What follows belongs to an exercise in optimizing a design on an open flow for small area, a short achievable clock period and few clock cycles; a production flow would make more cautious choices. Only the layout flow was run in this run; the RTL was not checked for function there. Power is estimated from default activity; no workload was simulated.

**flow/run.sh**
```bash
#!/bin/bash
# synth_recipe.tcl (not shown) runs the flow's synth.tcl, then flattens the netlist and writes it again
# the make line also repeats each setting of config.mk as NAME=value (left out here)
make -C /OpenROAD-flow-scripts/flow DESIGN_CONFIG=/design/flow/config.mk WORK_HOME=/design/flow/orfs CLKGATE_MAP_FILE= SYNTH_SCRIPT=/design/flow/synth_recipe.tcl finish
```
**flow/config.mk**
```make
export PLATFORM = sky130hd
export DESIGN_NAME = div_fp64
export DESIGN_NICKNAME = div_fp64
export VERILOG_FILES = /design/flow/design.v
export SDC_FILE = /design/flow/constraint.sdc
export NUM_CORES = 8
export LEC_CHECK = 0
export CAP_MARGIN = 20
export CORE_MARGIN = 2
export CORE_UTILIZATION = 40
export SETUP_SLACK_MARGIN = 0.2
export SLEW_MARGIN = 20
```
**flow/constraint.sdc**
```tcl
create_clock -name core_clock -period 11.0 [get_ports {clock}]
set_input_delay 2.2000 -clock core_clock [delete_from_list [all_inputs] [get_ports {clock}]]
set_output_delay 2.2000 -clock core_clock [all_outputs]
set_load 0.01 [all_outputs]
```
**flow/design.v**
```verilog
module div_fp64(
	input         clock,
	input         reset,
	input         valid_in,
	input  [2:0]  rm,
	input  [63:0] dividend,
	input  [63:0] divisor,
	output        valid_out,
	output [63:0] quotient,
	output        nv,
	output        dz,
	output        of,
	output        uf,
	output        nx
);
wire [10:0] ea = dividend[62:52];
wire [10:0] eb = divisor[62:52];
wire [51:0] fa = dividend[51:0];
wire [51:0] fb = divisor[51:0];
wire a_ez = ~|ea;
wire b_ez = ~|eb;
wire sign = dividend[63] ^ divisor[63];
wire [52:0] xa  = {~a_ez, fa};
wire [52:0] xb  = {~b_ez, fb};
wire [10:0] ea1 = {ea[10:1], ea[0] | a_ez};
wire [10:0] eb1 = {eb[10:1], eb[0] | b_ez};
reg  [3:0]  a_fnz, b_fnz;
reg         a_ezr, b_ezr, a_eor, b_eor, a_f51, b_f51;
always @(posedge clock) begin
	a_fnz <= {|fa[51:39], |fa[38:26], |fa[25:13], |fa[12:0]};
	b_fnz <= {|fb[51:39], |fb[38:26], |fb[25:13], |fb[12:0]};
	a_ezr <= a_ez;
	b_ezr <= b_ez;
	a_eor <= &ea;
	b_eor <= &eb;
	a_f51 <= fa[51];
	b_f51 <= fb[51];
end
wire a_fz   = ~|a_fnz;
wire b_fz   = ~|b_fnz;
wire a_zero = a_ezr & a_fz;
wire b_zero = b_ezr & b_fz;
wire a_inf  = a_eor & a_fz;
wire b_inf  = b_eor & b_fz;
wire a_nan  = a_eor & ~a_fz;
wire b_nan  = b_eor & ~b_fz;
wire a_snan = a_nan & ~a_f51;
wire b_snan = b_nan & ~b_f51;
wire zero_res = (a_zero & ~b_zero & ~b_nan) | (~a_eor & b_inf);
wire inf_res  = (a_inf & ~b_eor) | (~a_eor & ~a_zero & b_zero);
wire nan_res  = a_nan | b_nan | (a_zero & b_zero) | (a_inf & b_inf);
reg         c_spec, c_zero, c_nan, c_qb, c_pa, c_pb, c_dz, c_an;
reg         r_near, r_away, r_up;
always @(posedge clock) begin
	c_spec <= zero_res | inf_res | nan_res;
	c_zero <= zero_res;
	c_nan  <= nan_res;
	c_qb   <= ~(a_snan | b_snan);
	c_pa   <= a_nan;
	c_pb   <= ~a_nan & b_nan;
	c_dz   <= ~a_eor & ~a_zero & b_zero;
	c_an   <= ~a_ez;
	r_near <= (rm == 3'd0) | (rm == 3'd4);
	r_away <= rm[2];
	r_up   <= ((rm == 3'd3) & ~sign) | ((rm == 3'd2) & sign);
end
reg         s_idle, s_norm, s_iter, s_post, s_shift, s_final;
reg         vout;
reg         v2;       
reg  [56:0] WS, WC;   
reg  [6:0]  Y;        
reg  [52:0] D;        
reg  [2:0]  DT;       
reg  [56:0] Q;        
reg  [12:0] E;        
reg  [10:0] EB1;
reg  [12:0] EBK;
reg  [5:0]  cnt;
reg         first, second;
reg         st;       
reg  [7:0]  rz;       
reg         nv_r, dz_r, of_r, uf_r, nx_r;
wire abort = c_spec & v2;
reg  [3:0] qs;    
always @(*) begin
	case ({~DT, Y})
		10'd0: qs = 4'b0000;
		10'd1: qs = 4'b0000;
		10'd2: qs = 4'b0000;
		10'd3: qs = 4'b0000;
		10'd4: qs = 4'b0100;
		10'd5: qs = 4'b0100;
		10'd6: qs = 4'b0100;
		10'd7: qs = 4'b0100;
		10'd8: qs = 4'b0100;
		10'd9: qs = 4'b0100;
		10'd10: qs = 4'b0100;
		10'd11: qs = 4'b0100;
		10'd12: qs = 4'b1000;
		10'd13: qs = 4'b1000;
		10'd14: qs = 4'b1000;
		10'd15: qs = 4'b1000;
		10'd16: qs = 4'b1000;
		10'd17: qs = 4'b1000;
		10'd18: qs = 4'b1000;
		10'd19: qs = 4'b1000;
		10'd20: qs = 4'b1000;
		10'd21: qs = 4'b1000;
		10'd22: qs = 4'b1000;
		10'd23: qs = 4'b1000;
		10'd24: qs = 4'b1000;
		10'd25: qs = 4'b1000;
		10'd26: qs = 4'b1000;
		10'd27: qs = 4'b1000;
		10'd28: qs = 4'b1000;
		10'd29: qs = 4'b1000;
		10'd30: qs = 4'b1000;
		10'd31: qs = 4'b1000;
		10'd32: qs = 4'b1000;
		10'd33: qs = 4'b1000;
		10'd34: qs = 4'b1000;
		10'd35: qs = 4'b1000;
		10'd36: qs = 4'b1000;
		10'd37: qs = 4'b1000;
		10'd38: qs = 4'b1000;
		10'd39: qs = 4'b1000;
		10'd40: qs = 4'b1000;
		10'd41: qs = 4'b1000;
		10'd42: qs = 4'b1000;
		10'd43: qs = 4'b1000;
		10'd44: qs = 4'b1000;
		10'd45: qs = 4'b1000;
		10'd46: qs = 4'b1000;
		10'd47: qs = 4'b1000;
		10'd48: qs = 4'b1000;
		10'd49: qs = 4'b1000;
		10'd50: qs = 4'b1000;
		10'd51: qs = 4'b1000;
		10'd52: qs = 4'b1000;
		10'd53: qs = 4'b1000;
		10'd54: qs = 4'b1000;
		10'd55: qs = 4'b1000;
		10'd56: qs = 4'b1000;
		10'd57: qs = 4'b1000;
		10'd58: qs = 4'b1000;
		10'd59: qs = 4'b1000;
		10'd60: qs = 4'b1000;
		10'd61: qs = 4'b1000;
		10'd62: qs = 4'b1000;
		10'd63: qs = 4'b1000;
		10'd64: qs = 4'b0001;
		10'd65: qs = 4'b0001;
		10'd66: qs = 4'b0001;
		10'd67: qs = 4'b0001;
		10'd68: qs = 4'b0001;
		10'd69: qs = 4'b0001;
		10'd70: qs = 4'b0001;
		10'd71: qs = 4'b0001;
		10'd72: qs = 4'b0001;
		10'd73: qs = 4'b0001;
		10'd74: qs = 4'b0001;
		10'd75: qs = 4'b0001;
		10'd76: qs = 4'b0001;
		10'd77: qs = 4'b0001;
		10'd78: qs = 4'b0001;
		10'd79: qs = 4'b0001;
		10'd80: qs = 4'b0001;
		10'd81: qs = 4'b0001;
		10'd82: qs = 4'b0001;
		10'd83: qs = 4'b0001;
		10'd84: qs = 4'b0001;
		10'd85: qs = 4'b0001;
		10'd86: qs = 4'b0001;
		10'd87: qs = 4'b0001;
		10'd88: qs = 4'b0001;
		10'd89: qs = 4'b0001;
		10'd90: qs = 4'b0001;
		10'd91: qs = 4'b0001;
		10'd92: qs = 4'b0001;
		10'd93: qs = 4'b0001;
		10'd94: qs = 4'b0001;
		10'd95: qs = 4'b0001;
		10'd96: qs = 4'b0001;
		10'd97: qs = 4'b0001;
		10'd98: qs = 4'b0001;
		10'd99: qs = 4'b0001;
		10'd100: qs = 4'b0001;
		10'd101: qs = 4'b0001;
		10'd102: qs = 4'b0001;
		10'd103: qs = 4'b0001;
		10'd104: qs = 4'b0001;
		10'd105: qs = 4'b0001;
		10'd106: qs = 4'b0001;
		10'd107: qs = 4'b0001;
		10'd108: qs = 4'b0001;
		10'd109: qs = 4'b0001;
		10'd110: qs = 4'b0001;
		10'd111: qs = 4'b0001;
		10'd112: qs = 4'b0001;
		10'd113: qs = 4'b0001;
		10'd114: qs = 4'b0001;
		10'd115: qs = 4'b0010;
		10'd116: qs = 4'b0010;
		10'd117: qs = 4'b0010;
		10'd118: qs = 4'b0010;
		10'd119: qs = 4'b0010;
		10'd120: qs = 4'b0010;
		10'd121: qs = 4'b0010;
		10'd122: qs = 4'b0010;
		10'd123: qs = 4'b0010;
		10'd124: qs = 4'b0000;
		10'd125: qs = 4'b0000;
		10'd126: qs = 4'b0000;
		10'd127: qs = 4'b0000;
		10'd128: qs = 4'b0000;
		10'd129: qs = 4'b0000;
		10'd130: qs = 4'b0000;
		10'd131: qs = 4'b0000;
		10'd132: qs = 4'b0100;
		10'd133: qs = 4'b0100;
		10'd134: qs = 4'b0100;
		10'd135: qs = 4'b0100;
		10'd136: qs = 4'b0100;
		10'd137: qs = 4'b0100;
		10'd138: qs = 4'b0100;
		10'd139: qs = 4'b0100;
		10'd140: qs = 4'b0100;
		10'd141: qs = 4'b0100;
		10'd142: qs = 4'b1000;
		10'd143: qs = 4'b1000;
		10'd144: qs = 4'b1000;
		10'd145: qs = 4'b1000;
		10'd146: qs = 4'b1000;
		10'd147: qs = 4'b1000;
		10'd148: qs = 4'b1000;
		10'd149: qs = 4'b1000;
		10'd150: qs = 4'b1000;
		10'd151: qs = 4'b1000;
		10'd152: qs = 4'b1000;
		10'd153: qs = 4'b1000;
		10'd154: qs = 4'b1000;
		10'd155: qs = 4'b1000;
		10'd156: qs = 4'b1000;
		10'd157: qs = 4'b1000;
		10'd158: qs = 4'b1000;
		10'd159: qs = 4'b1000;
		10'd160: qs = 4'b1000;
		10'd161: qs = 4'b1000;
		10'd162: qs = 4'b1000;
		10'd163: qs = 4'b1000;
		10'd164: qs = 4'b1000;
		10'd165: qs = 4'b1000;
		10'd166: qs = 4'b1000;
		10'd167: qs = 4'b1000;
		10'd168: qs = 4'b1000;
		10'd169: qs = 4'b1000;
		10'd170: qs = 4'b1000;
		10'd171: qs = 4'b1000;
		10'd172: qs = 4'b1000;
		10'd173: qs = 4'b1000;
		10'd174: qs = 4'b1000;
		10'd175: qs = 4'b1000;
		10'd176: qs = 4'b1000;
		10'd177: qs = 4'b1000;
		10'd178: qs = 4'b1000;
		10'd179: qs = 4'b1000;
		10'd180: qs = 4'b1000;
		10'd181: qs = 4'b1000;
		10'd182: qs = 4'b1000;
		10'd183: qs = 4'b1000;
		10'd184: qs = 4'b1000;
		10'd185: qs = 4'b1000;
		10'd186: qs = 4'b1000;
		10'd187: qs = 4'b1000;
		10'd188: qs = 4'b1000;
		10'd189: qs = 4'b1000;
		10'd190: qs = 4'b1000;
		10'd191: qs = 4'b1000;
		10'd192: qs = 4'b0001;
		10'd193: qs = 4'b0001;
		10'd194: qs = 4'b0001;
		10'd195: qs = 4'b0001;
		10'd196: qs = 4'b0001;
		10'd197: qs = 4'b0001;
		10'd198: qs = 4'b0001;
		10'd199: qs = 4'b0001;
		10'd200: qs = 4'b0001;
		10'd201: qs = 4'b0001;
		10'd202: qs = 4'b0001;
		10'd203: qs = 4'b0001;
		10'd204: qs = 4'b0001;
		10'd205: qs = 4'b0001;
		10'd206: qs = 4'b0001;
		10'd207: qs = 4'b0001;
		10'd208: qs = 4'b0001;
		10'd209: qs = 4'b0001;
		10'd210: qs = 4'b0001;
		10'd211: qs = 4'b0001;
		10'd212: qs = 4'b0001;
		10'd213: qs = 4'b0001;
		10'd214: qs = 4'b0001;
		10'd215: qs = 4'b0001;
		10'd216: qs = 4'b0001;
		10'd217: qs = 4'b0001;
		10'd218: qs = 4'b0001;
		10'd219: qs = 4'b0001;
		10'd220: qs = 4'b0001;
		10'd221: qs = 4'b0001;
		10'd222: qs = 4'b0001;
		10'd223: qs = 4'b0001;
		10'd224: qs = 4'b0001;
		10'd225: qs = 4'b0001;
		10'd226: qs = 4'b0001;
		10'd227: qs = 4'b0001;
		10'd228: qs = 4'b0001;
		10'd229: qs = 4'b0001;
		10'd230: qs = 4'b0001;
		10'd231: qs = 4'b0001;
		10'd232: qs = 4'b0001;
		10'd233: qs = 4'b0001;
		10'd234: qs = 4'b0001;
		10'd235: qs = 4'b0001;
		10'd236: qs = 4'b0001;
		10'd237: qs = 4'b0001;
		10'd238: qs = 4'b0001;
		10'd239: qs = 4'b0001;
		10'd240: qs = 4'b0001;
		10'd241: qs = 4'b0010;
		10'd242: qs = 4'b0010;
		10'd243: qs = 4'b0010;
		10'd244: qs = 4'b0010;
		10'd245: qs = 4'b0010;
		10'd246: qs = 4'b0010;
		10'd247: qs = 4'b0010;
		10'd248: qs = 4'b0010;
		10'd249: qs = 4'b0010;
		10'd250: qs = 4'b0010;
		10'd251: qs = 4'b0000;
		10'd252: qs = 4'b0000;
		10'd253: qs = 4'b0000;
		10'd254: qs = 4'b0000;
		10'd255: qs = 4'b0000;
		10'd256: qs = 4'b0000;
		10'd257: qs = 4'b0000;
		10'd258: qs = 4'b0000;
		10'd259: qs = 4'b0000;
		10'd260: qs = 4'b0100;
		10'd261: qs = 4'b0100;
		10'd262: qs = 4'b0100;
		10'd263: qs = 4'b0100;
		10'd264: qs = 4'b0100;
		10'd265: qs = 4'b0100;
		10'd266: qs = 4'b0100;
		10'd267: qs = 4'b0100;
		10'd268: qs = 4'b0100;
		10'd269: qs = 4'b0100;
		10'd270: qs = 4'b0100;
		10'd271: qs = 4'b1000;
		10'd272: qs = 4'b1000;
		10'd273: qs = 4'b1000;
		10'd274: qs = 4'b1000;
		10'd275: qs = 4'b1000;
		10'd276: qs = 4'b1000;
		10'd277: qs = 4'b1000;
		10'd278: qs = 4'b1000;
		10'd279: qs = 4'b1000;
		10'd280: qs = 4'b1000;
		10'd281: qs = 4'b1000;
		10'd282: qs = 4'b1000;
		10'd283: qs = 4'b1000;
		10'd284: qs = 4'b1000;
		10'd285: qs = 4'b1000;
		10'd286: qs = 4'b1000;
		10'd287: qs = 4'b1000;
		10'd288: qs = 4'b1000;
		10'd289: qs = 4'b1000;
		10'd290: qs = 4'b1000;
		10'd291: qs = 4'b1000;
		10'd292: qs = 4'b1000;
		10'd293: qs = 4'b1000;
		10'd294: qs = 4'b1000;
		10'd295: qs = 4'b1000;
		10'd296: qs = 4'b1000;
		10'd297: qs = 4'b1000;
		10'd298: qs = 4'b1000;
		10'd299: qs = 4'b1000;
		10'd300: qs = 4'b1000;
		10'd301: qs = 4'b1000;
		10'd302: qs = 4'b1000;
		10'd303: qs = 4'b1000;
		10'd304: qs = 4'b1000;
		10'd305: qs = 4'b1000;
		10'd306: qs = 4'b1000;
		10'd307: qs = 4'b1000;
		10'd308: qs = 4'b1000;
		10'd309: qs = 4'b1000;
		10'd310: qs = 4'b1000;
		10'd311: qs = 4'b1000;
		10'd312: qs = 4'b1000;
		10'd313: qs = 4'b1000;
		10'd314: qs = 4'b1000;
		10'd315: qs = 4'b1000;
		10'd316: qs = 4'b1000;
		10'd317: qs = 4'b1000;
		10'd318: qs = 4'b1000;
		10'd319: qs = 4'b1000;
		10'd320: qs = 4'b0001;
		10'd321: qs = 4'b0001;
		10'd322: qs = 4'b0001;
		10'd323: qs = 4'b0001;
		10'd324: qs = 4'b0001;
		10'd325: qs = 4'b0001;
		10'd326: qs = 4'b0001;
		10'd327: qs = 4'b0001;
		10'd328: qs = 4'b0001;
		10'd329: qs = 4'b0001;
		10'd330: qs = 4'b0001;
		10'd331: qs = 4'b0001;
		10'd332: qs = 4'b0001;
		10'd333: qs = 4'b0001;
		10'd334: qs = 4'b0001;
		10'd335: qs = 4'b0001;
		10'd336: qs = 4'b0001;
		10'd337: qs = 4'b0001;
		10'd338: qs = 4'b0001;
		10'd339: qs = 4'b0001;
		10'd340: qs = 4'b0001;
		10'd341: qs = 4'b0001;
		10'd342: qs = 4'b0001;
		10'd343: qs = 4'b0001;
		10'd344: qs = 4'b0001;
		10'd345: qs = 4'b0001;
		10'd346: qs = 4'b0001;
		10'd347: qs = 4'b0001;
		10'd348: qs = 4'b0001;
		10'd349: qs = 4'b0001;
		10'd350: qs = 4'b0001;
		10'd351: qs = 4'b0001;
		10'd352: qs = 4'b0001;
		10'd353: qs = 4'b0001;
		10'd354: qs = 4'b0001;
		10'd355: qs = 4'b0001;
		10'd356: qs = 4'b0001;
		10'd357: qs = 4'b0001;
		10'd358: qs = 4'b0001;
		10'd359: qs = 4'b0001;
		10'd360: qs = 4'b0001;
		10'd361: qs = 4'b0001;
		10'd362: qs = 4'b0001;
		10'd363: qs = 4'b0001;
		10'd364: qs = 4'b0001;
		10'd365: qs = 4'b0001;
		10'd366: qs = 4'b0001;
		10'd367: qs = 4'b0001;
		10'd368: qs = 4'b0010;
		10'd369: qs = 4'b0010;
		10'd370: qs = 4'b0010;
		10'd371: qs = 4'b0010;
		10'd372: qs = 4'b0010;
		10'd373: qs = 4'b0010;
		10'd374: qs = 4'b0010;
		10'd375: qs = 4'b0010;
		10'd376: qs = 4'b0010;
		10'd377: qs = 4'b0010;
		10'd378: qs = 4'b0010;
		10'd379: qs = 4'b0000;
		10'd380: qs = 4'b0000;
		10'd381: qs = 4'b0000;
		10'd382: qs = 4'b0000;
		10'd383: qs = 4'b0000;
		10'd384: qs = 4'b0000;
		10'd385: qs = 4'b0000;
		10'd386: qs = 4'b0000;
		10'd387: qs = 4'b0000;
		10'd388: qs = 4'b0100;
		10'd389: qs = 4'b0100;
		10'd390: qs = 4'b0100;
		10'd391: qs = 4'b0100;
		10'd392: qs = 4'b0100;
		10'd393: qs = 4'b0100;
		10'd394: qs = 4'b0100;
		10'd395: qs = 4'b0100;
		10'd396: qs = 4'b0100;
		10'd397: qs = 4'b0100;
		10'd398: qs = 4'b0100;
		10'd399: qs = 4'b0100;
		10'd400: qs = 4'b1000;
		10'd401: qs = 4'b1000;
		10'd402: qs = 4'b1000;
		10'd403: qs = 4'b1000;
		10'd404: qs = 4'b1000;
		10'd405: qs = 4'b1000;
		10'd406: qs = 4'b1000;
		10'd407: qs = 4'b1000;
		10'd408: qs = 4'b1000;
		10'd409: qs = 4'b1000;
		10'd410: qs = 4'b1000;
		10'd411: qs = 4'b1000;
		10'd412: qs = 4'b1000;
		10'd413: qs = 4'b1000;
		10'd414: qs = 4'b1000;
		10'd415: qs = 4'b1000;
		10'd416: qs = 4'b1000;
		10'd417: qs = 4'b1000;
		10'd418: qs = 4'b1000;
		10'd419: qs = 4'b1000;
		10'd420: qs = 4'b1000;
		10'd421: qs = 4'b1000;
		10'd422: qs = 4'b1000;
		10'd423: qs = 4'b1000;
		10'd424: qs = 4'b1000;
		10'd425: qs = 4'b1000;
		10'd426: qs = 4'b1000;
		10'd427: qs = 4'b1000;
		10'd428: qs = 4'b1000;
		10'd429: qs = 4'b1000;
		10'd430: qs = 4'b1000;
		10'd431: qs = 4'b1000;
		10'd432: qs = 4'b1000;
		10'd433: qs = 4'b1000;
		10'd434: qs = 4'b1000;
		10'd435: qs = 4'b1000;
		10'd436: qs = 4'b1000;
		10'd437: qs = 4'b1000;
		10'd438: qs = 4'b1000;
		10'd439: qs = 4'b1000;
		10'd440: qs = 4'b1000;
		10'd441: qs = 4'b1000;
		10'd442: qs = 4'b1000;
		10'd443: qs = 4'b1000;
		10'd444: qs = 4'b1000;
		10'd445: qs = 4'b1000;
		10'd446: qs = 4'b1000;
		10'd447: qs = 4'b1000;
		10'd448: qs = 4'b0001;
		10'd449: qs = 4'b0001;
		10'd450: qs = 4'b0001;
		10'd451: qs = 4'b0001;
		10'd452: qs = 4'b0001;
		10'd453: qs = 4'b0001;
		10'd454: qs = 4'b0001;
		10'd455: qs = 4'b0001;
		10'd456: qs = 4'b0001;
		10'd457: qs = 4'b0001;
		10'd458: qs = 4'b0001;
		10'd459: qs = 4'b0001;
		10'd460: qs = 4'b0001;
		10'd461: qs = 4'b0001;
		10'd462: qs = 4'b0001;
		10'd463: qs = 4'b0001;
		10'd464: qs = 4'b0001;
		10'd465: qs = 4'b0001;
		10'd466: qs = 4'b0001;
		10'd467: qs = 4'b0001;
		10'd468: qs = 4'b0001;
		10'd469: qs = 4'b0001;
		10'd470: qs = 4'b0001;
		10'd471: qs = 4'b0001;
		10'd472: qs = 4'b0001;
		10'd473: qs = 4'b0001;
		10'd474: qs = 4'b0001;
		10'd475: qs = 4'b0001;
		10'd476: qs = 4'b0001;
		10'd477: qs = 4'b0001;
		10'd478: qs = 4'b0001;
		10'd479: qs = 4'b0001;
		10'd480: qs = 4'b0001;
		10'd481: qs = 4'b0001;
		10'd482: qs = 4'b0001;
		10'd483: qs = 4'b0001;
		10'd484: qs = 4'b0001;
		10'd485: qs = 4'b0001;
		10'd486: qs = 4'b0001;
		10'd487: qs = 4'b0001;
		10'd488: qs = 4'b0001;
		10'd489: qs = 4'b0001;
		10'd490: qs = 4'b0001;
		10'd491: qs = 4'b0001;
		10'd492: qs = 4'b0001;
		10'd493: qs = 4'b0001;
		10'd494: qs = 4'b0010;
		10'd495: qs = 4'b0010;
		10'd496: qs = 4'b0010;
		10'd497: qs = 4'b0010;
		10'd498: qs = 4'b0010;
		10'd499: qs = 4'b0010;
		10'd500: qs = 4'b0010;
		10'd501: qs = 4'b0010;
		10'd502: qs = 4'b0010;
		10'd503: qs = 4'b0010;
		10'd504: qs = 4'b0010;
		10'd505: qs = 4'b0010;
		10'd506: qs = 4'b0000;
		10'd507: qs = 4'b0000;
		10'd508: qs = 4'b0000;
		10'd509: qs = 4'b0000;
		10'd510: qs = 4'b0000;
		10'd511: qs = 4'b0000;
		10'd512: qs = 4'b0000;
		10'd513: qs = 4'b0000;
		10'd514: qs = 4'b0000;
		10'd515: qs = 4'b0000;
		10'd516: qs = 4'b0000;
		10'd517: qs = 4'b0000;
		10'd518: qs = 4'b0100;
		10'd519: qs = 4'b0100;
		10'd520: qs = 4'b0100;
		10'd521: qs = 4'b0100;
		10'd522: qs = 4'b0100;
		10'd523: qs = 4'b0100;
		10'd524: qs = 4'b0100;
		10'd525: qs = 4'b0100;
		10'd526: qs = 4'b0100;
		10'd527: qs = 4'b0100;
		10'd528: qs = 4'b0100;
		10'd529: qs = 4'b0100;
		10'd530: qs = 4'b1000;
		10'd531: qs = 4'b1000;
		10'd532: qs = 4'b1000;
		10'd533: qs = 4'b1000;
		10'd534: qs = 4'b1000;
		10'd535: qs = 4'b1000;
		10'd536: qs = 4'b1000;
		10'd537: qs = 4'b1000;
		10'd538: qs = 4'b1000;
		10'd539: qs = 4'b1000;
		10'd540: qs = 4'b1000;
		10'd541: qs = 4'b1000;
		10'd542: qs = 4'b1000;
		10'd543: qs = 4'b1000;
		10'd544: qs = 4'b1000;
		10'd545: qs = 4'b1000;
		10'd546: qs = 4'b1000;
		10'd547: qs = 4'b1000;
		10'd548: qs = 4'b1000;
		10'd549: qs = 4'b1000;
		10'd550: qs = 4'b1000;
		10'd551: qs = 4'b1000;
		10'd552: qs = 4'b1000;
		10'd553: qs = 4'b1000;
		10'd554: qs = 4'b1000;
		10'd555: qs = 4'b1000;
		10'd556: qs = 4'b1000;
		10'd557: qs = 4'b1000;
		10'd558: qs = 4'b1000;
		10'd559: qs = 4'b1000;
		10'd560: qs = 4'b1000;
		10'd561: qs = 4'b1000;
		10'd562: qs = 4'b1000;
		10'd563: qs = 4'b1000;
		10'd564: qs = 4'b1000;
		10'd565: qs = 4'b1000;
		10'd566: qs = 4'b1000;
		10'd567: qs = 4'b1000;
		10'd568: qs = 4'b1000;
		10'd569: qs = 4'b1000;
		10'd570: qs = 4'b1000;
		10'd571: qs = 4'b1000;
		10'd572: qs = 4'b1000;
		10'd573: qs = 4'b1000;
		10'd574: qs = 4'b1000;
		10'd575: qs = 4'b1000;
		10'd576: qs = 4'b0001;
		10'd577: qs = 4'b0001;
		10'd578: qs = 4'b0001;
		10'd579: qs = 4'b0001;
		10'd580: qs = 4'b0001;
		10'd581: qs = 4'b0001;
		10'd582: qs = 4'b0001;
		10'd583: qs = 4'b0001;
		10'd584: qs = 4'b0001;
		10'd585: qs = 4'b0001;
		10'd586: qs = 4'b0001;
		10'd587: qs = 4'b0001;
		10'd588: qs = 4'b0001;
		10'd589: qs = 4'b0001;
		10'd590: qs = 4'b0001;
		10'd591: qs = 4'b0001;
		10'd592: qs = 4'b0001;
		10'd593: qs = 4'b0001;
		10'd594: qs = 4'b0001;
		10'd595: qs = 4'b0001;
		10'd596: qs = 4'b0001;
		10'd597: qs = 4'b0001;
		10'd598: qs = 4'b0001;
		10'd599: qs = 4'b0001;
		10'd600: qs = 4'b0001;
		10'd601: qs = 4'b0001;
		10'd602: qs = 4'b0001;
		10'd603: qs = 4'b0001;
		10'd604: qs = 4'b0001;
		10'd605: qs = 4'b0001;
		10'd606: qs = 4'b0001;
		10'd607: qs = 4'b0001;
		10'd608: qs = 4'b0001;
		10'd609: qs = 4'b0001;
		10'd610: qs = 4'b0001;
		10'd611: qs = 4'b0001;
		10'd612: qs = 4'b0001;
		10'd613: qs = 4'b0001;
		10'd614: qs = 4'b0001;
		10'd615: qs = 4'b0001;
		10'd616: qs = 4'b0001;
		10'd617: qs = 4'b0001;
		10'd618: qs = 4'b0001;
		10'd619: qs = 4'b0001;
		10'd620: qs = 4'b0010;
		10'd621: qs = 4'b0010;
		10'd622: qs = 4'b0010;
		10'd623: qs = 4'b0010;
		10'd624: qs = 4'b0010;
		10'd625: qs = 4'b0010;
		10'd626: qs = 4'b0010;
		10'd627: qs = 4'b0010;
		10'd628: qs = 4'b0010;
		10'd629: qs = 4'b0010;
		10'd630: qs = 4'b0010;
		10'd631: qs = 4'b0010;
		10'd632: qs = 4'b0010;
		10'd633: qs = 4'b0010;
		10'd634: qs = 4'b0000;
		10'd635: qs = 4'b0000;
		10'd636: qs = 4'b0000;
		10'd637: qs = 4'b0000;
		10'd638: qs = 4'b0000;
		10'd639: qs = 4'b0000;
		10'd640: qs = 4'b0000;
		10'd641: qs = 4'b0000;
		10'd642: qs = 4'b0000;
		10'd643: qs = 4'b0000;
		10'd644: qs = 4'b0000;
		10'd645: qs = 4'b0000;
		10'd646: qs = 4'b0100;
		10'd647: qs = 4'b0100;
		10'd648: qs = 4'b0100;
		10'd649: qs = 4'b0100;
		10'd650: qs = 4'b0100;
		10'd651: qs = 4'b0100;
		10'd652: qs = 4'b0100;
		10'd653: qs = 4'b0100;
		10'd654: qs = 4'b0100;
		10'd655: qs = 4'b0100;
		10'd656: qs = 4'b0100;
		10'd657: qs = 4'b0100;
		10'd658: qs = 4'b0100;
		10'd659: qs = 4'b0100;
		10'd660: qs = 4'b1000;
		10'd661: qs = 4'b1000;
		10'd662: qs = 4'b1000;
		10'd663: qs = 4'b1000;
		10'd664: qs = 4'b1000;
		10'd665: qs = 4'b1000;
		10'd666: qs = 4'b1000;
		10'd667: qs = 4'b1000;
		10'd668: qs = 4'b1000;
		10'd669: qs = 4'b1000;
		10'd670: qs = 4'b1000;
		10'd671: qs = 4'b1000;
		10'd672: qs = 4'b1000;
		10'd673: qs = 4'b1000;
		10'd674: qs = 4'b1000;
		10'd675: qs = 4'b1000;
		10'd676: qs = 4'b1000;
		10'd677: qs = 4'b1000;
		10'd678: qs = 4'b1000;
		10'd679: qs = 4'b1000;
		10'd680: qs = 4'b1000;
		10'd681: qs = 4'b1000;
		10'd682: qs = 4'b1000;
		10'd683: qs = 4'b1000;
		10'd684: qs = 4'b1000;
		10'd685: qs = 4'b1000;
		10'd686: qs = 4'b1000;
		10'd687: qs = 4'b1000;
		10'd688: qs = 4'b1000;
		10'd689: qs = 4'b1000;
		10'd690: qs = 4'b1000;
		10'd691: qs = 4'b1000;
		10'd692: qs = 4'b1000;
		10'd693: qs = 4'b1000;
		10'd694: qs = 4'b1000;
		10'd695: qs = 4'b1000;
		10'd696: qs = 4'b1000;
		10'd697: qs = 4'b1000;
		10'd698: qs = 4'b1000;
		10'd699: qs = 4'b1000;
		10'd700: qs = 4'b1000;
		10'd701: qs = 4'b1000;
		10'd702: qs = 4'b1000;
		10'd703: qs = 4'b1000;
		10'd704: qs = 4'b0001;
		10'd705: qs = 4'b0001;
		10'd706: qs = 4'b0001;
		10'd707: qs = 4'b0001;
		10'd708: qs = 4'b0001;
		10'd709: qs = 4'b0001;
		10'd710: qs = 4'b0001;
		10'd711: qs = 4'b0001;
		10'd712: qs = 4'b0001;
		10'd713: qs = 4'b0001;
		10'd714: qs = 4'b0001;
		10'd715: qs = 4'b0001;
		10'd716: qs = 4'b0001;
		10'd717: qs = 4'b0001;
		10'd718: qs = 4'b0001;
		10'd719: qs = 4'b0001;
		10'd720: qs = 4'b0001;
		10'd721: qs = 4'b0001;
		10'd722: qs = 4'b0001;
		10'd723: qs = 4'b0001;
		10'd724: qs = 4'b0001;
		10'd725: qs = 4'b0001;
		10'd726: qs = 4'b0001;
		10'd727: qs = 4'b0001;
		10'd728: qs = 4'b0001;
		10'd729: qs = 4'b0001;
		10'd730: qs = 4'b0001;
		10'd731: qs = 4'b0001;
		10'd732: qs = 4'b0001;
		10'd733: qs = 4'b0001;
		10'd734: qs = 4'b0001;
		10'd735: qs = 4'b0001;
		10'd736: qs = 4'b0001;
		10'd737: qs = 4'b0001;
		10'd738: qs = 4'b0001;
		10'd739: qs = 4'b0001;
		10'd740: qs = 4'b0001;
		10'd741: qs = 4'b0001;
		10'd742: qs = 4'b0001;
		10'd743: qs = 4'b0001;
		10'd744: qs = 4'b0001;
		10'd745: qs = 4'b0001;
		10'd746: qs = 4'b0001;
		10'd747: qs = 4'b0001;
		10'd748: qs = 4'b0010;
		10'd749: qs = 4'b0010;
		10'd750: qs = 4'b0010;
		10'd751: qs = 4'b0010;
		10'd752: qs = 4'b0010;
		10'd753: qs = 4'b0010;
		10'd754: qs = 4'b0010;
		10'd755: qs = 4'b0010;
		10'd756: qs = 4'b0010;
		10'd757: qs = 4'b0010;
		10'd758: qs = 4'b0010;
		10'd759: qs = 4'b0010;
		10'd760: qs = 4'b0010;
		10'd761: qs = 4'b0010;
		10'd762: qs = 4'b0000;
		10'd763: qs = 4'b0000;
		10'd764: qs = 4'b0000;
		10'd765: qs = 4'b0000;
		10'd766: qs = 4'b0000;
		10'd767: qs = 4'b0000;
		10'd768: qs = 4'b0000;
		10'd769: qs = 4'b0000;
		10'd770: qs = 4'b0000;
		10'd771: qs = 4'b0000;
		10'd772: qs = 4'b0000;
		10'd773: qs = 4'b0000;
		10'd774: qs = 4'b0100;
		10'd775: qs = 4'b0100;
		10'd776: qs = 4'b0100;
		10'd777: qs = 4'b0100;
		10'd778: qs = 4'b0100;
		10'd779: qs = 4'b0100;
		10'd780: qs = 4'b0100;
		10'd781: qs = 4'b0100;
		10'd782: qs = 4'b0100;
		10'd783: qs = 4'b0100;
		10'd784: qs = 4'b0100;
		10'd785: qs = 4'b0100;
		10'd786: qs = 4'b0100;
		10'd787: qs = 4'b0100;
		10'd788: qs = 4'b1000;
		10'd789: qs = 4'b1000;
		10'd790: qs = 4'b1000;
		10'd791: qs = 4'b1000;
		10'd792: qs = 4'b1000;
		10'd793: qs = 4'b1000;
		10'd794: qs = 4'b1000;
		10'd795: qs = 4'b1000;
		10'd796: qs = 4'b1000;
		10'd797: qs = 4'b1000;
		10'd798: qs = 4'b1000;
		10'd799: qs = 4'b1000;
		10'd800: qs = 4'b1000;
		10'd801: qs = 4'b1000;
		10'd802: qs = 4'b1000;
		10'd803: qs = 4'b1000;
		10'd804: qs = 4'b1000;
		10'd805: qs = 4'b1000;
		10'd806: qs = 4'b1000;
		10'd807: qs = 4'b1000;
		10'd808: qs = 4'b1000;
		10'd809: qs = 4'b1000;
		10'd810: qs = 4'b1000;
		10'd811: qs = 4'b1000;
		10'd812: qs = 4'b1000;
		10'd813: qs = 4'b1000;
		10'd814: qs = 4'b1000;
		10'd815: qs = 4'b1000;
		10'd816: qs = 4'b1000;
		10'd817: qs = 4'b1000;
		10'd818: qs = 4'b1000;
		10'd819: qs = 4'b1000;
		10'd820: qs = 4'b1000;
		10'd821: qs = 4'b1000;
		10'd822: qs = 4'b1000;
		10'd823: qs = 4'b1000;
		10'd824: qs = 4'b1000;
		10'd825: qs = 4'b1000;
		10'd826: qs = 4'b1000;
		10'd827: qs = 4'b1000;
		10'd828: qs = 4'b1000;
		10'd829: qs = 4'b1000;
		10'd830: qs = 4'b1000;
		10'd831: qs = 4'b1000;
		10'd832: qs = 4'b0001;
		10'd833: qs = 4'b0001;
		10'd834: qs = 4'b0001;
		10'd835: qs = 4'b0001;
		10'd836: qs = 4'b0001;
		10'd837: qs = 4'b0001;
		10'd838: qs = 4'b0001;
		10'd839: qs = 4'b0001;
		10'd840: qs = 4'b0001;
		10'd841: qs = 4'b0001;
		10'd842: qs = 4'b0001;
		10'd843: qs = 4'b0001;
		10'd844: qs = 4'b0001;
		10'd845: qs = 4'b0001;
		10'd846: qs = 4'b0001;
		10'd847: qs = 4'b0001;
		10'd848: qs = 4'b0001;
		10'd849: qs = 4'b0001;
		10'd850: qs = 4'b0001;
		10'd851: qs = 4'b0001;
		10'd852: qs = 4'b0001;
		10'd853: qs = 4'b0001;
		10'd854: qs = 4'b0001;
		10'd855: qs = 4'b0001;
		10'd856: qs = 4'b0001;
		10'd857: qs = 4'b0001;
		10'd858: qs = 4'b0001;
		10'd859: qs = 4'b0001;
		10'd860: qs = 4'b0001;
		10'd861: qs = 4'b0001;
		10'd862: qs = 4'b0001;
		10'd863: qs = 4'b0001;
		10'd864: qs = 4'b0001;
		10'd865: qs = 4'b0001;
		10'd866: qs = 4'b0001;
		10'd867: qs = 4'b0001;
		10'd868: qs = 4'b0001;
		10'd869: qs = 4'b0001;
		10'd870: qs = 4'b0001;
		10'd871: qs = 4'b0001;
		10'd872: qs = 4'b0001;
		10'd873: qs = 4'b0001;
		10'd874: qs = 4'b0010;
		10'd875: qs = 4'b0010;
		10'd876: qs = 4'b0010;
		10'd877: qs = 4'b0010;
		10'd878: qs = 4'b0010;
		10'd879: qs = 4'b0010;
		10'd880: qs = 4'b0010;
		10'd881: qs = 4'b0010;
		10'd882: qs = 4'b0010;
		10'd883: qs = 4'b0010;
		10'd884: qs = 4'b0010;
		10'd885: qs = 4'b0010;
		10'd886: qs = 4'b0010;
		10'd887: qs = 4'b0010;
		10'd888: qs = 4'b0010;
		10'd889: qs = 4'b0010;
		10'd890: qs = 4'b0000;
		10'd891: qs = 4'b0000;
		10'd892: qs = 4'b0000;
		10'd893: qs = 4'b0000;
		10'd894: qs = 4'b0000;
		10'd895: qs = 4'b0000;
		10'd896: qs = 4'b0000;
		10'd897: qs = 4'b0000;
		10'd898: qs = 4'b0000;
		10'd899: qs = 4'b0000;
		10'd900: qs = 4'b0000;
		10'd901: qs = 4'b0000;
		10'd902: qs = 4'b0000;
		10'd903: qs = 4'b0000;
		10'd904: qs = 4'b0100;
		10'd905: qs = 4'b0100;
		10'd906: qs = 4'b0100;
		10'd907: qs = 4'b0100;
		10'd908: qs = 4'b0100;
		10'd909: qs = 4'b0100;
		10'd910: qs = 4'b0100;
		10'd911: qs = 4'b0100;
		10'd912: qs = 4'b0100;
		10'd913: qs = 4'b0100;
		10'd914: qs = 4'b0100;
		10'd915: qs = 4'b0100;
		10'd916: qs = 4'b0100;
		10'd917: qs = 4'b0100;
		10'd918: qs = 4'b0100;
		10'd919: qs = 4'b0100;
		10'd920: qs = 4'b1000;
		10'd921: qs = 4'b1000;
		10'd922: qs = 4'b1000;
		10'd923: qs = 4'b1000;
		10'd924: qs = 4'b1000;
		10'd925: qs = 4'b1000;
		10'd926: qs = 4'b1000;
		10'd927: qs = 4'b1000;
		10'd928: qs = 4'b1000;
		10'd929: qs = 4'b1000;
		10'd930: qs = 4'b1000;
		10'd931: qs = 4'b1000;
		10'd932: qs = 4'b1000;
		10'd933: qs = 4'b1000;
		10'd934: qs = 4'b1000;
		10'd935: qs = 4'b1000;
		10'd936: qs = 4'b1000;
		10'd937: qs = 4'b1000;
		10'd938: qs = 4'b1000;
		10'd939: qs = 4'b1000;
		10'd940: qs = 4'b1000;
		10'd941: qs = 4'b1000;
		10'd942: qs = 4'b1000;
		10'd943: qs = 4'b1000;
		10'd944: qs = 4'b1000;
		10'd945: qs = 4'b1000;
		10'd946: qs = 4'b1000;
		10'd947: qs = 4'b1000;
		10'd948: qs = 4'b1000;
		10'd949: qs = 4'b1000;
		10'd950: qs = 4'b1000;
		10'd951: qs = 4'b1000;
		10'd952: qs = 4'b1000;
		10'd953: qs = 4'b1000;
		10'd954: qs = 4'b1000;
		10'd955: qs = 4'b1000;
		10'd956: qs = 4'b1000;
		10'd957: qs = 4'b1000;
		10'd958: qs = 4'b1000;
		10'd959: qs = 4'b1000;
		10'd960: qs = 4'b0001;
		10'd961: qs = 4'b0001;
		10'd962: qs = 4'b0001;
		10'd963: qs = 4'b0001;
		10'd964: qs = 4'b0001;
		10'd965: qs = 4'b0001;
		10'd966: qs = 4'b0001;
		10'd967: qs = 4'b0001;
		10'd968: qs = 4'b0001;
		10'd969: qs = 4'b0001;
		10'd970: qs = 4'b0001;
		10'd971: qs = 4'b0001;
		10'd972: qs = 4'b0001;
		10'd973: qs = 4'b0001;
		10'd974: qs = 4'b0001;
		10'd975: qs = 4'b0001;
		10'd976: qs = 4'b0001;
		10'd977: qs = 4'b0001;
		10'd978: qs = 4'b0001;
		10'd979: qs = 4'b0001;
		10'd980: qs = 4'b0001;
		10'd981: qs = 4'b0001;
		10'd982: qs = 4'b0001;
		10'd983: qs = 4'b0001;
		10'd984: qs = 4'b0001;
		10'd985: qs = 4'b0001;
		10'd986: qs = 4'b0001;
		10'd987: qs = 4'b0001;
		10'd988: qs = 4'b0001;
		10'd989: qs = 4'b0001;
		10'd990: qs = 4'b0001;
		10'd991: qs = 4'b0001;
		10'd992: qs = 4'b0001;
		10'd993: qs = 4'b0001;
		10'd994: qs = 4'b0001;
		10'd995: qs = 4'b0001;
		10'd996: qs = 4'b0001;
		10'd997: qs = 4'b0001;
		10'd998: qs = 4'b0001;
		10'd999: qs = 4'b0001;
		10'd1000: qs = 4'b0010;
		10'd1001: qs = 4'b0010;
		10'd1002: qs = 4'b0010;
		10'd1003: qs = 4'b0010;
		10'd1004: qs = 4'b0010;
		10'd1005: qs = 4'b0010;
		10'd1006: qs = 4'b0010;
		10'd1007: qs = 4'b0010;
		10'd1008: qs = 4'b0010;
		10'd1009: qs = 4'b0010;
		10'd1010: qs = 4'b0010;
		10'd1011: qs = 4'b0010;
		10'd1012: qs = 4'b0010;
		10'd1013: qs = 4'b0010;
		10'd1014: qs = 4'b0010;
		10'd1015: qs = 4'b0010;
		10'd1016: qs = 4'b0000;
		10'd1017: qs = 4'b0000;
		10'd1018: qs = 4'b0000;
		10'd1019: qs = 4'b0000;
		10'd1020: qs = 4'b0000;
		10'd1021: qs = 4'b0000;
		10'd1022: qs = 4'b0000;
		10'd1023: qs = 4'b0000;
		default: qs = 4'b0000;
	endcase
end
wire qp2 = qs[3];    
wire qp1 = qs[2];
wire qn1 = qs[1];
wire qn2 = qs[0];
wire qpos = qp2 | qp1;
wire qneg = qn1 | qn2;
wire [57:0] d4 = {3'b0, D, 2'b0};
wire [57:0] d8 = {2'b0, D, 3'b0};
wire [57:0] mop = ({58{qp1}} & ~d4) | ({58{qp2}} & ~d8) | ({58{qn1}} & d4) | ({58{qn2}} & d8);
wire [57:0] wa = {WS[55:0], 2'b0};
wire [57:0] wb = {WC[55:0], 2'b0};
wire [57:0] ws_n = wa ^ wb ^ mop;
wire [57:0] wc_n = {((wa & wb) | (wa & mop) | (wb & mop)), qpos};
function [6:0] est;
	input [7:0] a, b, m;    
	reg   [6:0] s, c;
	begin
		s   = a[7:1] ^ b[7:1] ^ m[7:1];
		c   = (a[6:0] & b[6:0]) | (a[6:0] & m[6:0]) | (b[6:0] & m[6:0]);
		est = s + c;
	end
endfunction
wire [7:0] ea8 = wa[55:48];
wire [7:0] eb8 = wb[55:48];
wire [6:0] y_p2 = est(ea8, eb8, ~d8[55:48]);
wire [6:0] y_p1 = est(ea8, eb8, ~d4[55:48]);
wire [6:0] y_z  = est(ea8, eb8, 8'd0);
wire [6:0] y_m1 = est(ea8, eb8, d4[55:48]);
wire [6:0] y_m2 = est(ea8, eb8, d8[55:48]);
wire [6:0] y_n  = ({7{qp2}} & y_p2) | ({7{qp1}} & y_p1) | ({7{~qpos & ~qneg}} & y_z) |
                  ({7{qn1}} & y_m1) | ({7{qn2}} & y_m2);
wire [56:0] qdec = Q - 57'd2;
wire [1:0]  qd   = {qp2 | qn2 | qn1, qp1 | qn1};
wire [56:0] q_it = {(qneg ? qdec[54:1] : Q[54:1]), qd, 1'b0};
wire        stop = ((cnt == 6'd27) & c_an) | Q[54] | Q[53];
wire [56:0] wsum  = WS + WC;
wire        wneg  = wsum[56];
wire [7:0]  wnz   = {|wsum[56:50], |wsum[49:43], |wsum[42:36], |wsum[35:29],
                     |wsum[28:22], |wsum[21:15], |wsum[14:8], |wsum[7:0]};
wire        e_lo   = E[12] | (E == 13'd0);           
wire        e_lo1  = E[12];                          
wire        e_deep = E[12] & ~&E[11:6];              
wire        e_ovf  = ~E[12] & (E[11] | &E[10:0]);    
wire        shift_post = Q[56] | Q[55] | e_lo;    
wire        sh_more    = s_post ? (shift_post & (Q[56] | e_lo1)) : (~e_deep & (e_lo1 | Q[55]));
reg  [12:0] e_inc, e_dec;
integer j;
always @(*) begin
	for (j = 0; j < 13; j = j + 1) begin
		e_inc[j] = E[j] ^ (&(E | ~((13'd1 << j) - 13'd1)));
		e_dec[j] = (j == 0) ? E[0] : (E[j] ^ ~|(E & ((13'd1 << j) - 13'd2)));
	end
end
wire [12:0] e_add = E + EBK;
reg  [12:0] e_nx;
always @(*) begin
	if (s_idle)
		e_nx = {2'b0, ea1};
	else if (s_iter)
		e_nx = second ? e_add : e_dec;
	else if (s_norm | (s_post & shift_post) | (s_shift & ~e_deep))
		e_nx = e_inc;
	else if (s_shift)
		e_nx = 13'd1;
	else
		e_nx = E;
end
wire        rb   = Q[0];
wire        lsb  = Q[1];
wire        stk  = st | (|rz);
wire        inx  = rb | stk;
wire        inc  = r_near ? (rb & (stk | lsb | r_away)) : (r_up & inx);
wire [10:0] ef   = Q[53] ? E[10:0] : 11'd0;
wire [62:0] pk   = {ef, Q[52:1]};
reg  [62:0] ones;    
integer k;
always @(*) begin
	for (k = 0; k < 63; k = k + 1)
		ones[k] = &(pk | ~((63'd1 << k) - 63'd1));
end
wire [62:0] sum  = inc ? (pk ^ ones) : pk;
wire        ovf  = e_ovf | (inc & ones[52] & (ef == 11'h7fe));
wire        unf  = (ef == 11'd0) & ~(inc & ones[52]);
wire [50:0] payload = ({51{c_pa}} & fa[50:0]) | ({51{c_pb}} & fb[50:0]) | {50'd0, ~c_pa & ~c_pb};
wire [63:0] res_special = {sign, {11{~c_zero}}, (c_nan ? {c_qb, payload} : 52'd0)};
wire [63:0] res_normal  = e_ovf ? {sign, 11'h7ff, 52'd0} : {sign, sum};
wire [63:0] res = c_spec ? res_special : res_normal;
always @(posedge clock or posedge reset) begin
	if (reset) begin
		s_idle  <= 1'b1;
		s_norm  <= 1'b0;
		s_iter  <= 1'b0;
		s_post  <= 1'b0;
		s_shift <= 1'b0;
		s_final <= 1'b0;
		vout    <= 1'b0;
	end else begin
		vout    <= s_final;
		s_idle  <= (s_idle & ~valid_in) | s_final;
		s_norm  <= (s_idle & valid_in & ~xb[52]) | (s_norm & ~abort & ~D[51]);
		s_iter  <= (s_idle & valid_in & xb[52]) | (s_norm & ~abort & D[51]) | (s_iter & ~abort & ~stop);
		s_post  <= s_iter & ~abort & stop;
		s_shift <= (s_post | s_shift) & sh_more;
		s_final <= ((s_norm | s_iter) & abort) | ((s_post | s_shift) & ~sh_more);
	end
end
always @(posedge clock) begin
	v2     <= ~s_idle;
	first  <= s_idle | s_norm;
	second <= s_iter & first;
	EB1    <= eb1;
	EBK    <= 13'd1076 - {2'b0, EB1};
	E      <= e_nx;
	nv_r   <= c_nan;
	dz_r   <= c_dz;
	of_r   <= ~c_spec & ovf;
	uf_r   <= ~c_spec & ~ovf & unf & inx;
	nx_r   <= ~c_spec & (ovf | inx);
	if (s_iter) begin
		WS <= ws_n[56:0];
		WC <= wc_n[56:0];
		Y  <= y_n;
	end else if (s_final) begin
		WS <= res[56:0];
		WC <= {50'd0, res[63:57]};
		Y  <= {3'b0, xa[52:49]};
	end else begin
		WS <= {4'b0, xa};
		WC <= 57'd0;
		Y  <= {3'b0, xa[52:49]};
	end
	if (s_idle) begin
		D  <= xb;
		DT <= ~xb[51:49];
	end else if (s_norm) begin
		D  <= {D[51:0], 1'b0};
		DT <= ~D[50:48];
	end
	if (s_idle) begin
		Q   <= 57'd0;
		cnt <= 6'd0;
	end
	if (s_iter) begin
		Q   <= q_it;
		cnt <= cnt + 6'd1;
	end
	if (s_post) begin
		rz <= wnz;
		if (shift_post) begin
			Q  <= wneg ? {2'b0, qdec[56:2]} : {2'b0, Q[56:2]};
			st <= wneg ? qdec[1] : Q[1];
		end else begin
			Q  <= wneg ? {1'b0, qdec[56:1]} : {1'b0, Q[56:1]};
			st <= 1'b0;
		end
	end
	if (s_shift) begin
		if (e_deep) begin
			Q  <= 57'd0;
			st <= 1'b1;
		end else begin
			Q  <= {1'b0, Q[56:1]};
			st <= st | Q[0];
		end
	end
end
assign valid_out = vout;
assign quotient  = {WC[6:0], WS};
assign nv = nv_r;
assign dz = dz_r;
assign of = of_r;
assign uf = uf_r;
assign nx = nx_r;
endmodule
```
==> run notes <==
==> synth_stat cells, types with 12 or more instances <==
cell	instances	share of area
a22oi_1	81	0.023
nand2_1	243	0.034
a211oi_1	17	0.0048
dfxtp_1	179	0.13
fa_1	92	0.069
nor2b_1	16	0.0037
o21a_1	13	0.0037
nand3_1	59	0.011
mux2_2	48	0.020
a21o_1	43	0.012
nor2_1	264	0.037
o221ai_1	115	0.038
clkbuf_1	206	0.029
xnor2_1	151	0.049
nand4_1	58	0.014
o21bai_1	23	0.0065
ha_1	123	0.058
nand2b_1	22	0.0051
mux2i_1	43	0.016
a31oi_1	30	0.0070
or3_1	40	0.0094
a222oi_1	12	0.0045
nor4_1	64	0.015
and3_1	19	0.0044
inv_1	224	0.031
or2_2	13	0.0030
nor3_1	74	0.014
o211ai_1	22	0.0062
a21oi_1	214	0.040
xor2_1	114	0.037
o21ai_0	189	0.035
o22ai_1	22	0.0051
edfxtp_1	139	0.16
or4_1	12	0.0034
==> power breakdown <==
group	internal (mW)	leakage (nW)	switching (mW)	total (mW)
sequential	1.82	2.85	0.756	2.58
clock	0.852	0.707	0.609	1.46
combinational	2.02	7.77	3.20	5.22
total	4.70	11.3	4.56	9.26
==> final cells by class <==
type | instances | area, um2 | share of cell area
Multi-Input combinational cell | 2382 | 17140 | 0.5579
Sequential cell | 325 | 7941 | 0.2584
Timing Repair Buffer | 234 | 2265 | 0.07370
Clock buffer | 60 | 1211 | 0.03942
Tap cell | 864 | 1081 | 0.03518
Inverter | 224 | 843.3 | 0.02745
Clock inverter | 18 | 239.0 | 0.007777
Antenna cell | 2 | 5.005 | 0.0001629
==> layer usage <==
metal	GRT usage	share of wire
met5	0	0
met4	0.1016	0.038
met3	0.04882	0.092
met2	0.4727	0.46
met1	0.3825	0.41
==> state kept, by name, indices dropped and copies added (netlist names), 3 cells and up <==
register  cells
b_fnz         4
EB1          11
EBK          12
rz            8
DT            3
a_fnz         4
E            13
Q            57
cnt           6
Y             7
WS           57
WC           57
D            53
==> critical path: stages, from the launching register on <==
cell and delay, ns:
dfxtp_1 0.35, ha_1 0.23, inv_1 0.17, fa_1 0.37
o21ai_0 0.26, a221oi_1 0.38, o21ai_0 0.39, nor3_1 0.96
xor2_4 0.16, buf_4 0.62, or3_1 0.65, o221ai_1 0.22
o21bai_1 0.21
==> cell usage in the layout, fill, tap and decap left out, types with 81 or more instances in the layout <==
cell type	netlist	routed
a21oi_1	214	214
a22oi_1	81	81
clkdlybuf4s50_1	0	203
dfxtp_1	179	177
edfxtp_1	139	139
fa_1	92	92
ha_1	123	123
inv_1	224	223
nand2_1	243	240
nor2_1	264	262
o21ai_0	189	189
o221ai_1	115	115
xnor2_1	151	149
xor2_1	114	112
==> cell families after synthesis <==
group | count (synthesis)
buffers and inverters | 459
DFF | 325
xor gates and xnor gates | 265
muxes | 91
AOI/OAI and AO/OA | 884
adders and majority gates | 215
and+or+nand+nor | 927
==> worst max path at each step <==
stage | cells past startpoint | to | slack [ns] | from
3_3_place_gp | 12 | Q[54] | 5.91 | WS[46]
6_report | 12 | Q[13] | 5.72 | WS[46]
3_5_place_dp | 12 | Q[13] | 5.83 | WS[46]
2_1_floorplan | 12 | Q[54] | 7.32 | Q[19]
4_1_cts | 12 | Q[13] | 5.80 | WS[46]
5_1_grt | 13 | Q[33] | 5.44 | WS[46]
==> per-stage QoR <==
step	utilization	power, mW	cells
2_1_floorplan	-	5.810	3166
3_3_place_gp	0.4434	7.649	4029
3_5_place_dp	0.4436	7.706	4029
4_1_cts	0.4656	9.205	4107
5_1_grt	0.4657	9.835	4108
6_report	0.4657	9.259	4109
==> flow_summary.yaml <==
run_status:
  status: "complete, no violations"
pwr:
  leakagePower_nw: 11.33
  irDropWorstVdd_v: 0.0001789
  p_per_area_mw_per_mm2: 301.3
final_layout:
  final_area_mm2: 0.03073
  nets: 3558
  drive_gt1_frac: 0.06013
  area_growth_pct: 14.95
  fillers: 6462
sta:
  skew_ns: 0.03483
  finalMaxSlewViolations: 0
  rsz0062_at_grt: "no"
  final.min_clock_period_ns: 5.280
  whs_ns: 0.3336
  hold_viol: 0
  setup_slack_ns: 5.720
  setup_viol: 0
  tightest_slew_ns: 1.142
  slew_headroom: 0.2371
  finalSetupTns_ns: 0
  fin_crit_sh: 0.4800
  fmax_ghz: 0.1894
floorplan:
  pin_count: 204
  die_area_mm2: 0.06891
  coreArea_mm2: 0.06598
  rows: 94
  die_x_um: 262.5
  initial_utilization: 0.4051
  die_h_um: 262.5
critical_path:
  cp_max_fo: 61
  crit_type: "reg -> reg"
  r2r_cells: 12
  required_ns: 11.31
  worst_setup_path_start_kind: "flip-flop"
  reg2reg_from: "WS[46]"
  worst_ep_arrival_time_ns: 5.59
  end_kind: "flip-flop"
  rrSetupSlack_ns: 5.72
  reg2reg_to: "Q[13]"
logic_synthesis:
  synth_compound_area_frac: 0.2198
  synth_top_family_by_area: "compound AO/OA/AOI/OAI gates"
  synthFlopType: "dfxtp_1"
  synth_xor_area_frac: 0.08682
  async_reset_ff_frac: 0.02154
  ys_seq_area_frac: 0.2968
  synth_edf_count: 139
  yosysWarnings: 1
  yosys.area_share.simple: 0.1674
  syn-num-nets: 3515
  ys_types: 82
  synth.area.mux_share: 0.03632
  synthesis.area_mm2: 0.02673
  avgSynthCellArea_um2: 8.443
  synth-seq-cells: 325
  synth_fa_ha_area_frac: 0.1265
  netlist_instances: 3166
grt:
  grt_pass1_wl_um: 155200
  grt_max_degree: 65
  gr-usage-all-layers: 0.2881
  grt_overflow: 0
  first_global_vias: 24875
  antenna_found_initial: 2
route:
  drt-wirelength-per-cell_um: 24.96
  detail-route-antenna-nets: 0
  num_vias: 25630
  post-route-drc-count: 0
  routed_wl_um: 102600
  drt-initial-drc-count: 3171
  routed_via_density: 6.238
  drt_pass1_iterations: 8
worst_hold_path:
  min_from: "c_dz"
  hp-class: "reg -> reg"
  hold_depth: 0
  hold_end: "dz_r"
run:
  maxCapViolations: 0
clock_tree:
  hold_buffers: 0
  h-tree-depth: 2
  path_clk_slew_ns: 0.06
  post_cts_resized: 0
  numCtsBuffers: 42
  cts.sinks: 325
  clockRootBuffer: "clkbuf_16"
  clock_latency_ns: 0.61
  cts_tree: "built"
  ctsLongestPathBuffers: 3
  post_cts_buffers: 0
place:
  place_congestion: 0.9555
  dpl.hpwl_um: 76080
  postPlaceCellArea_mm2: 0.02927
  pre_cts_ws_ns: 5.831
  port_buffers: 203

-- re-timing with driven ports --
No port has a modelled driver above. Below, the same layout with a new extraction and two added sets of constraints.
Step 1, drivers: a clkbuf_16 drives clock and a buf_2 each remaining input, both assumed.
Step 2, shift: input delay + t, output delay - t, t = (earliest + latest rising clock arrival at the registers) / 2. This alone moves slack from input paths to output paths.
Slacks: ideal ports / drivers / drivers and shift; pairs: ideal ports / drivers.
t (ns): 0.655
setup WS [ns]: 5.720 / 5.720 / 5.720
worst setup path at the end: register to register
pins driven straight from the clock port: 1
After both steps setup and hold are still met in this run. The setup slack of this run moves by 0.000 ns with the drivers and by 0.000 ns with both steps.
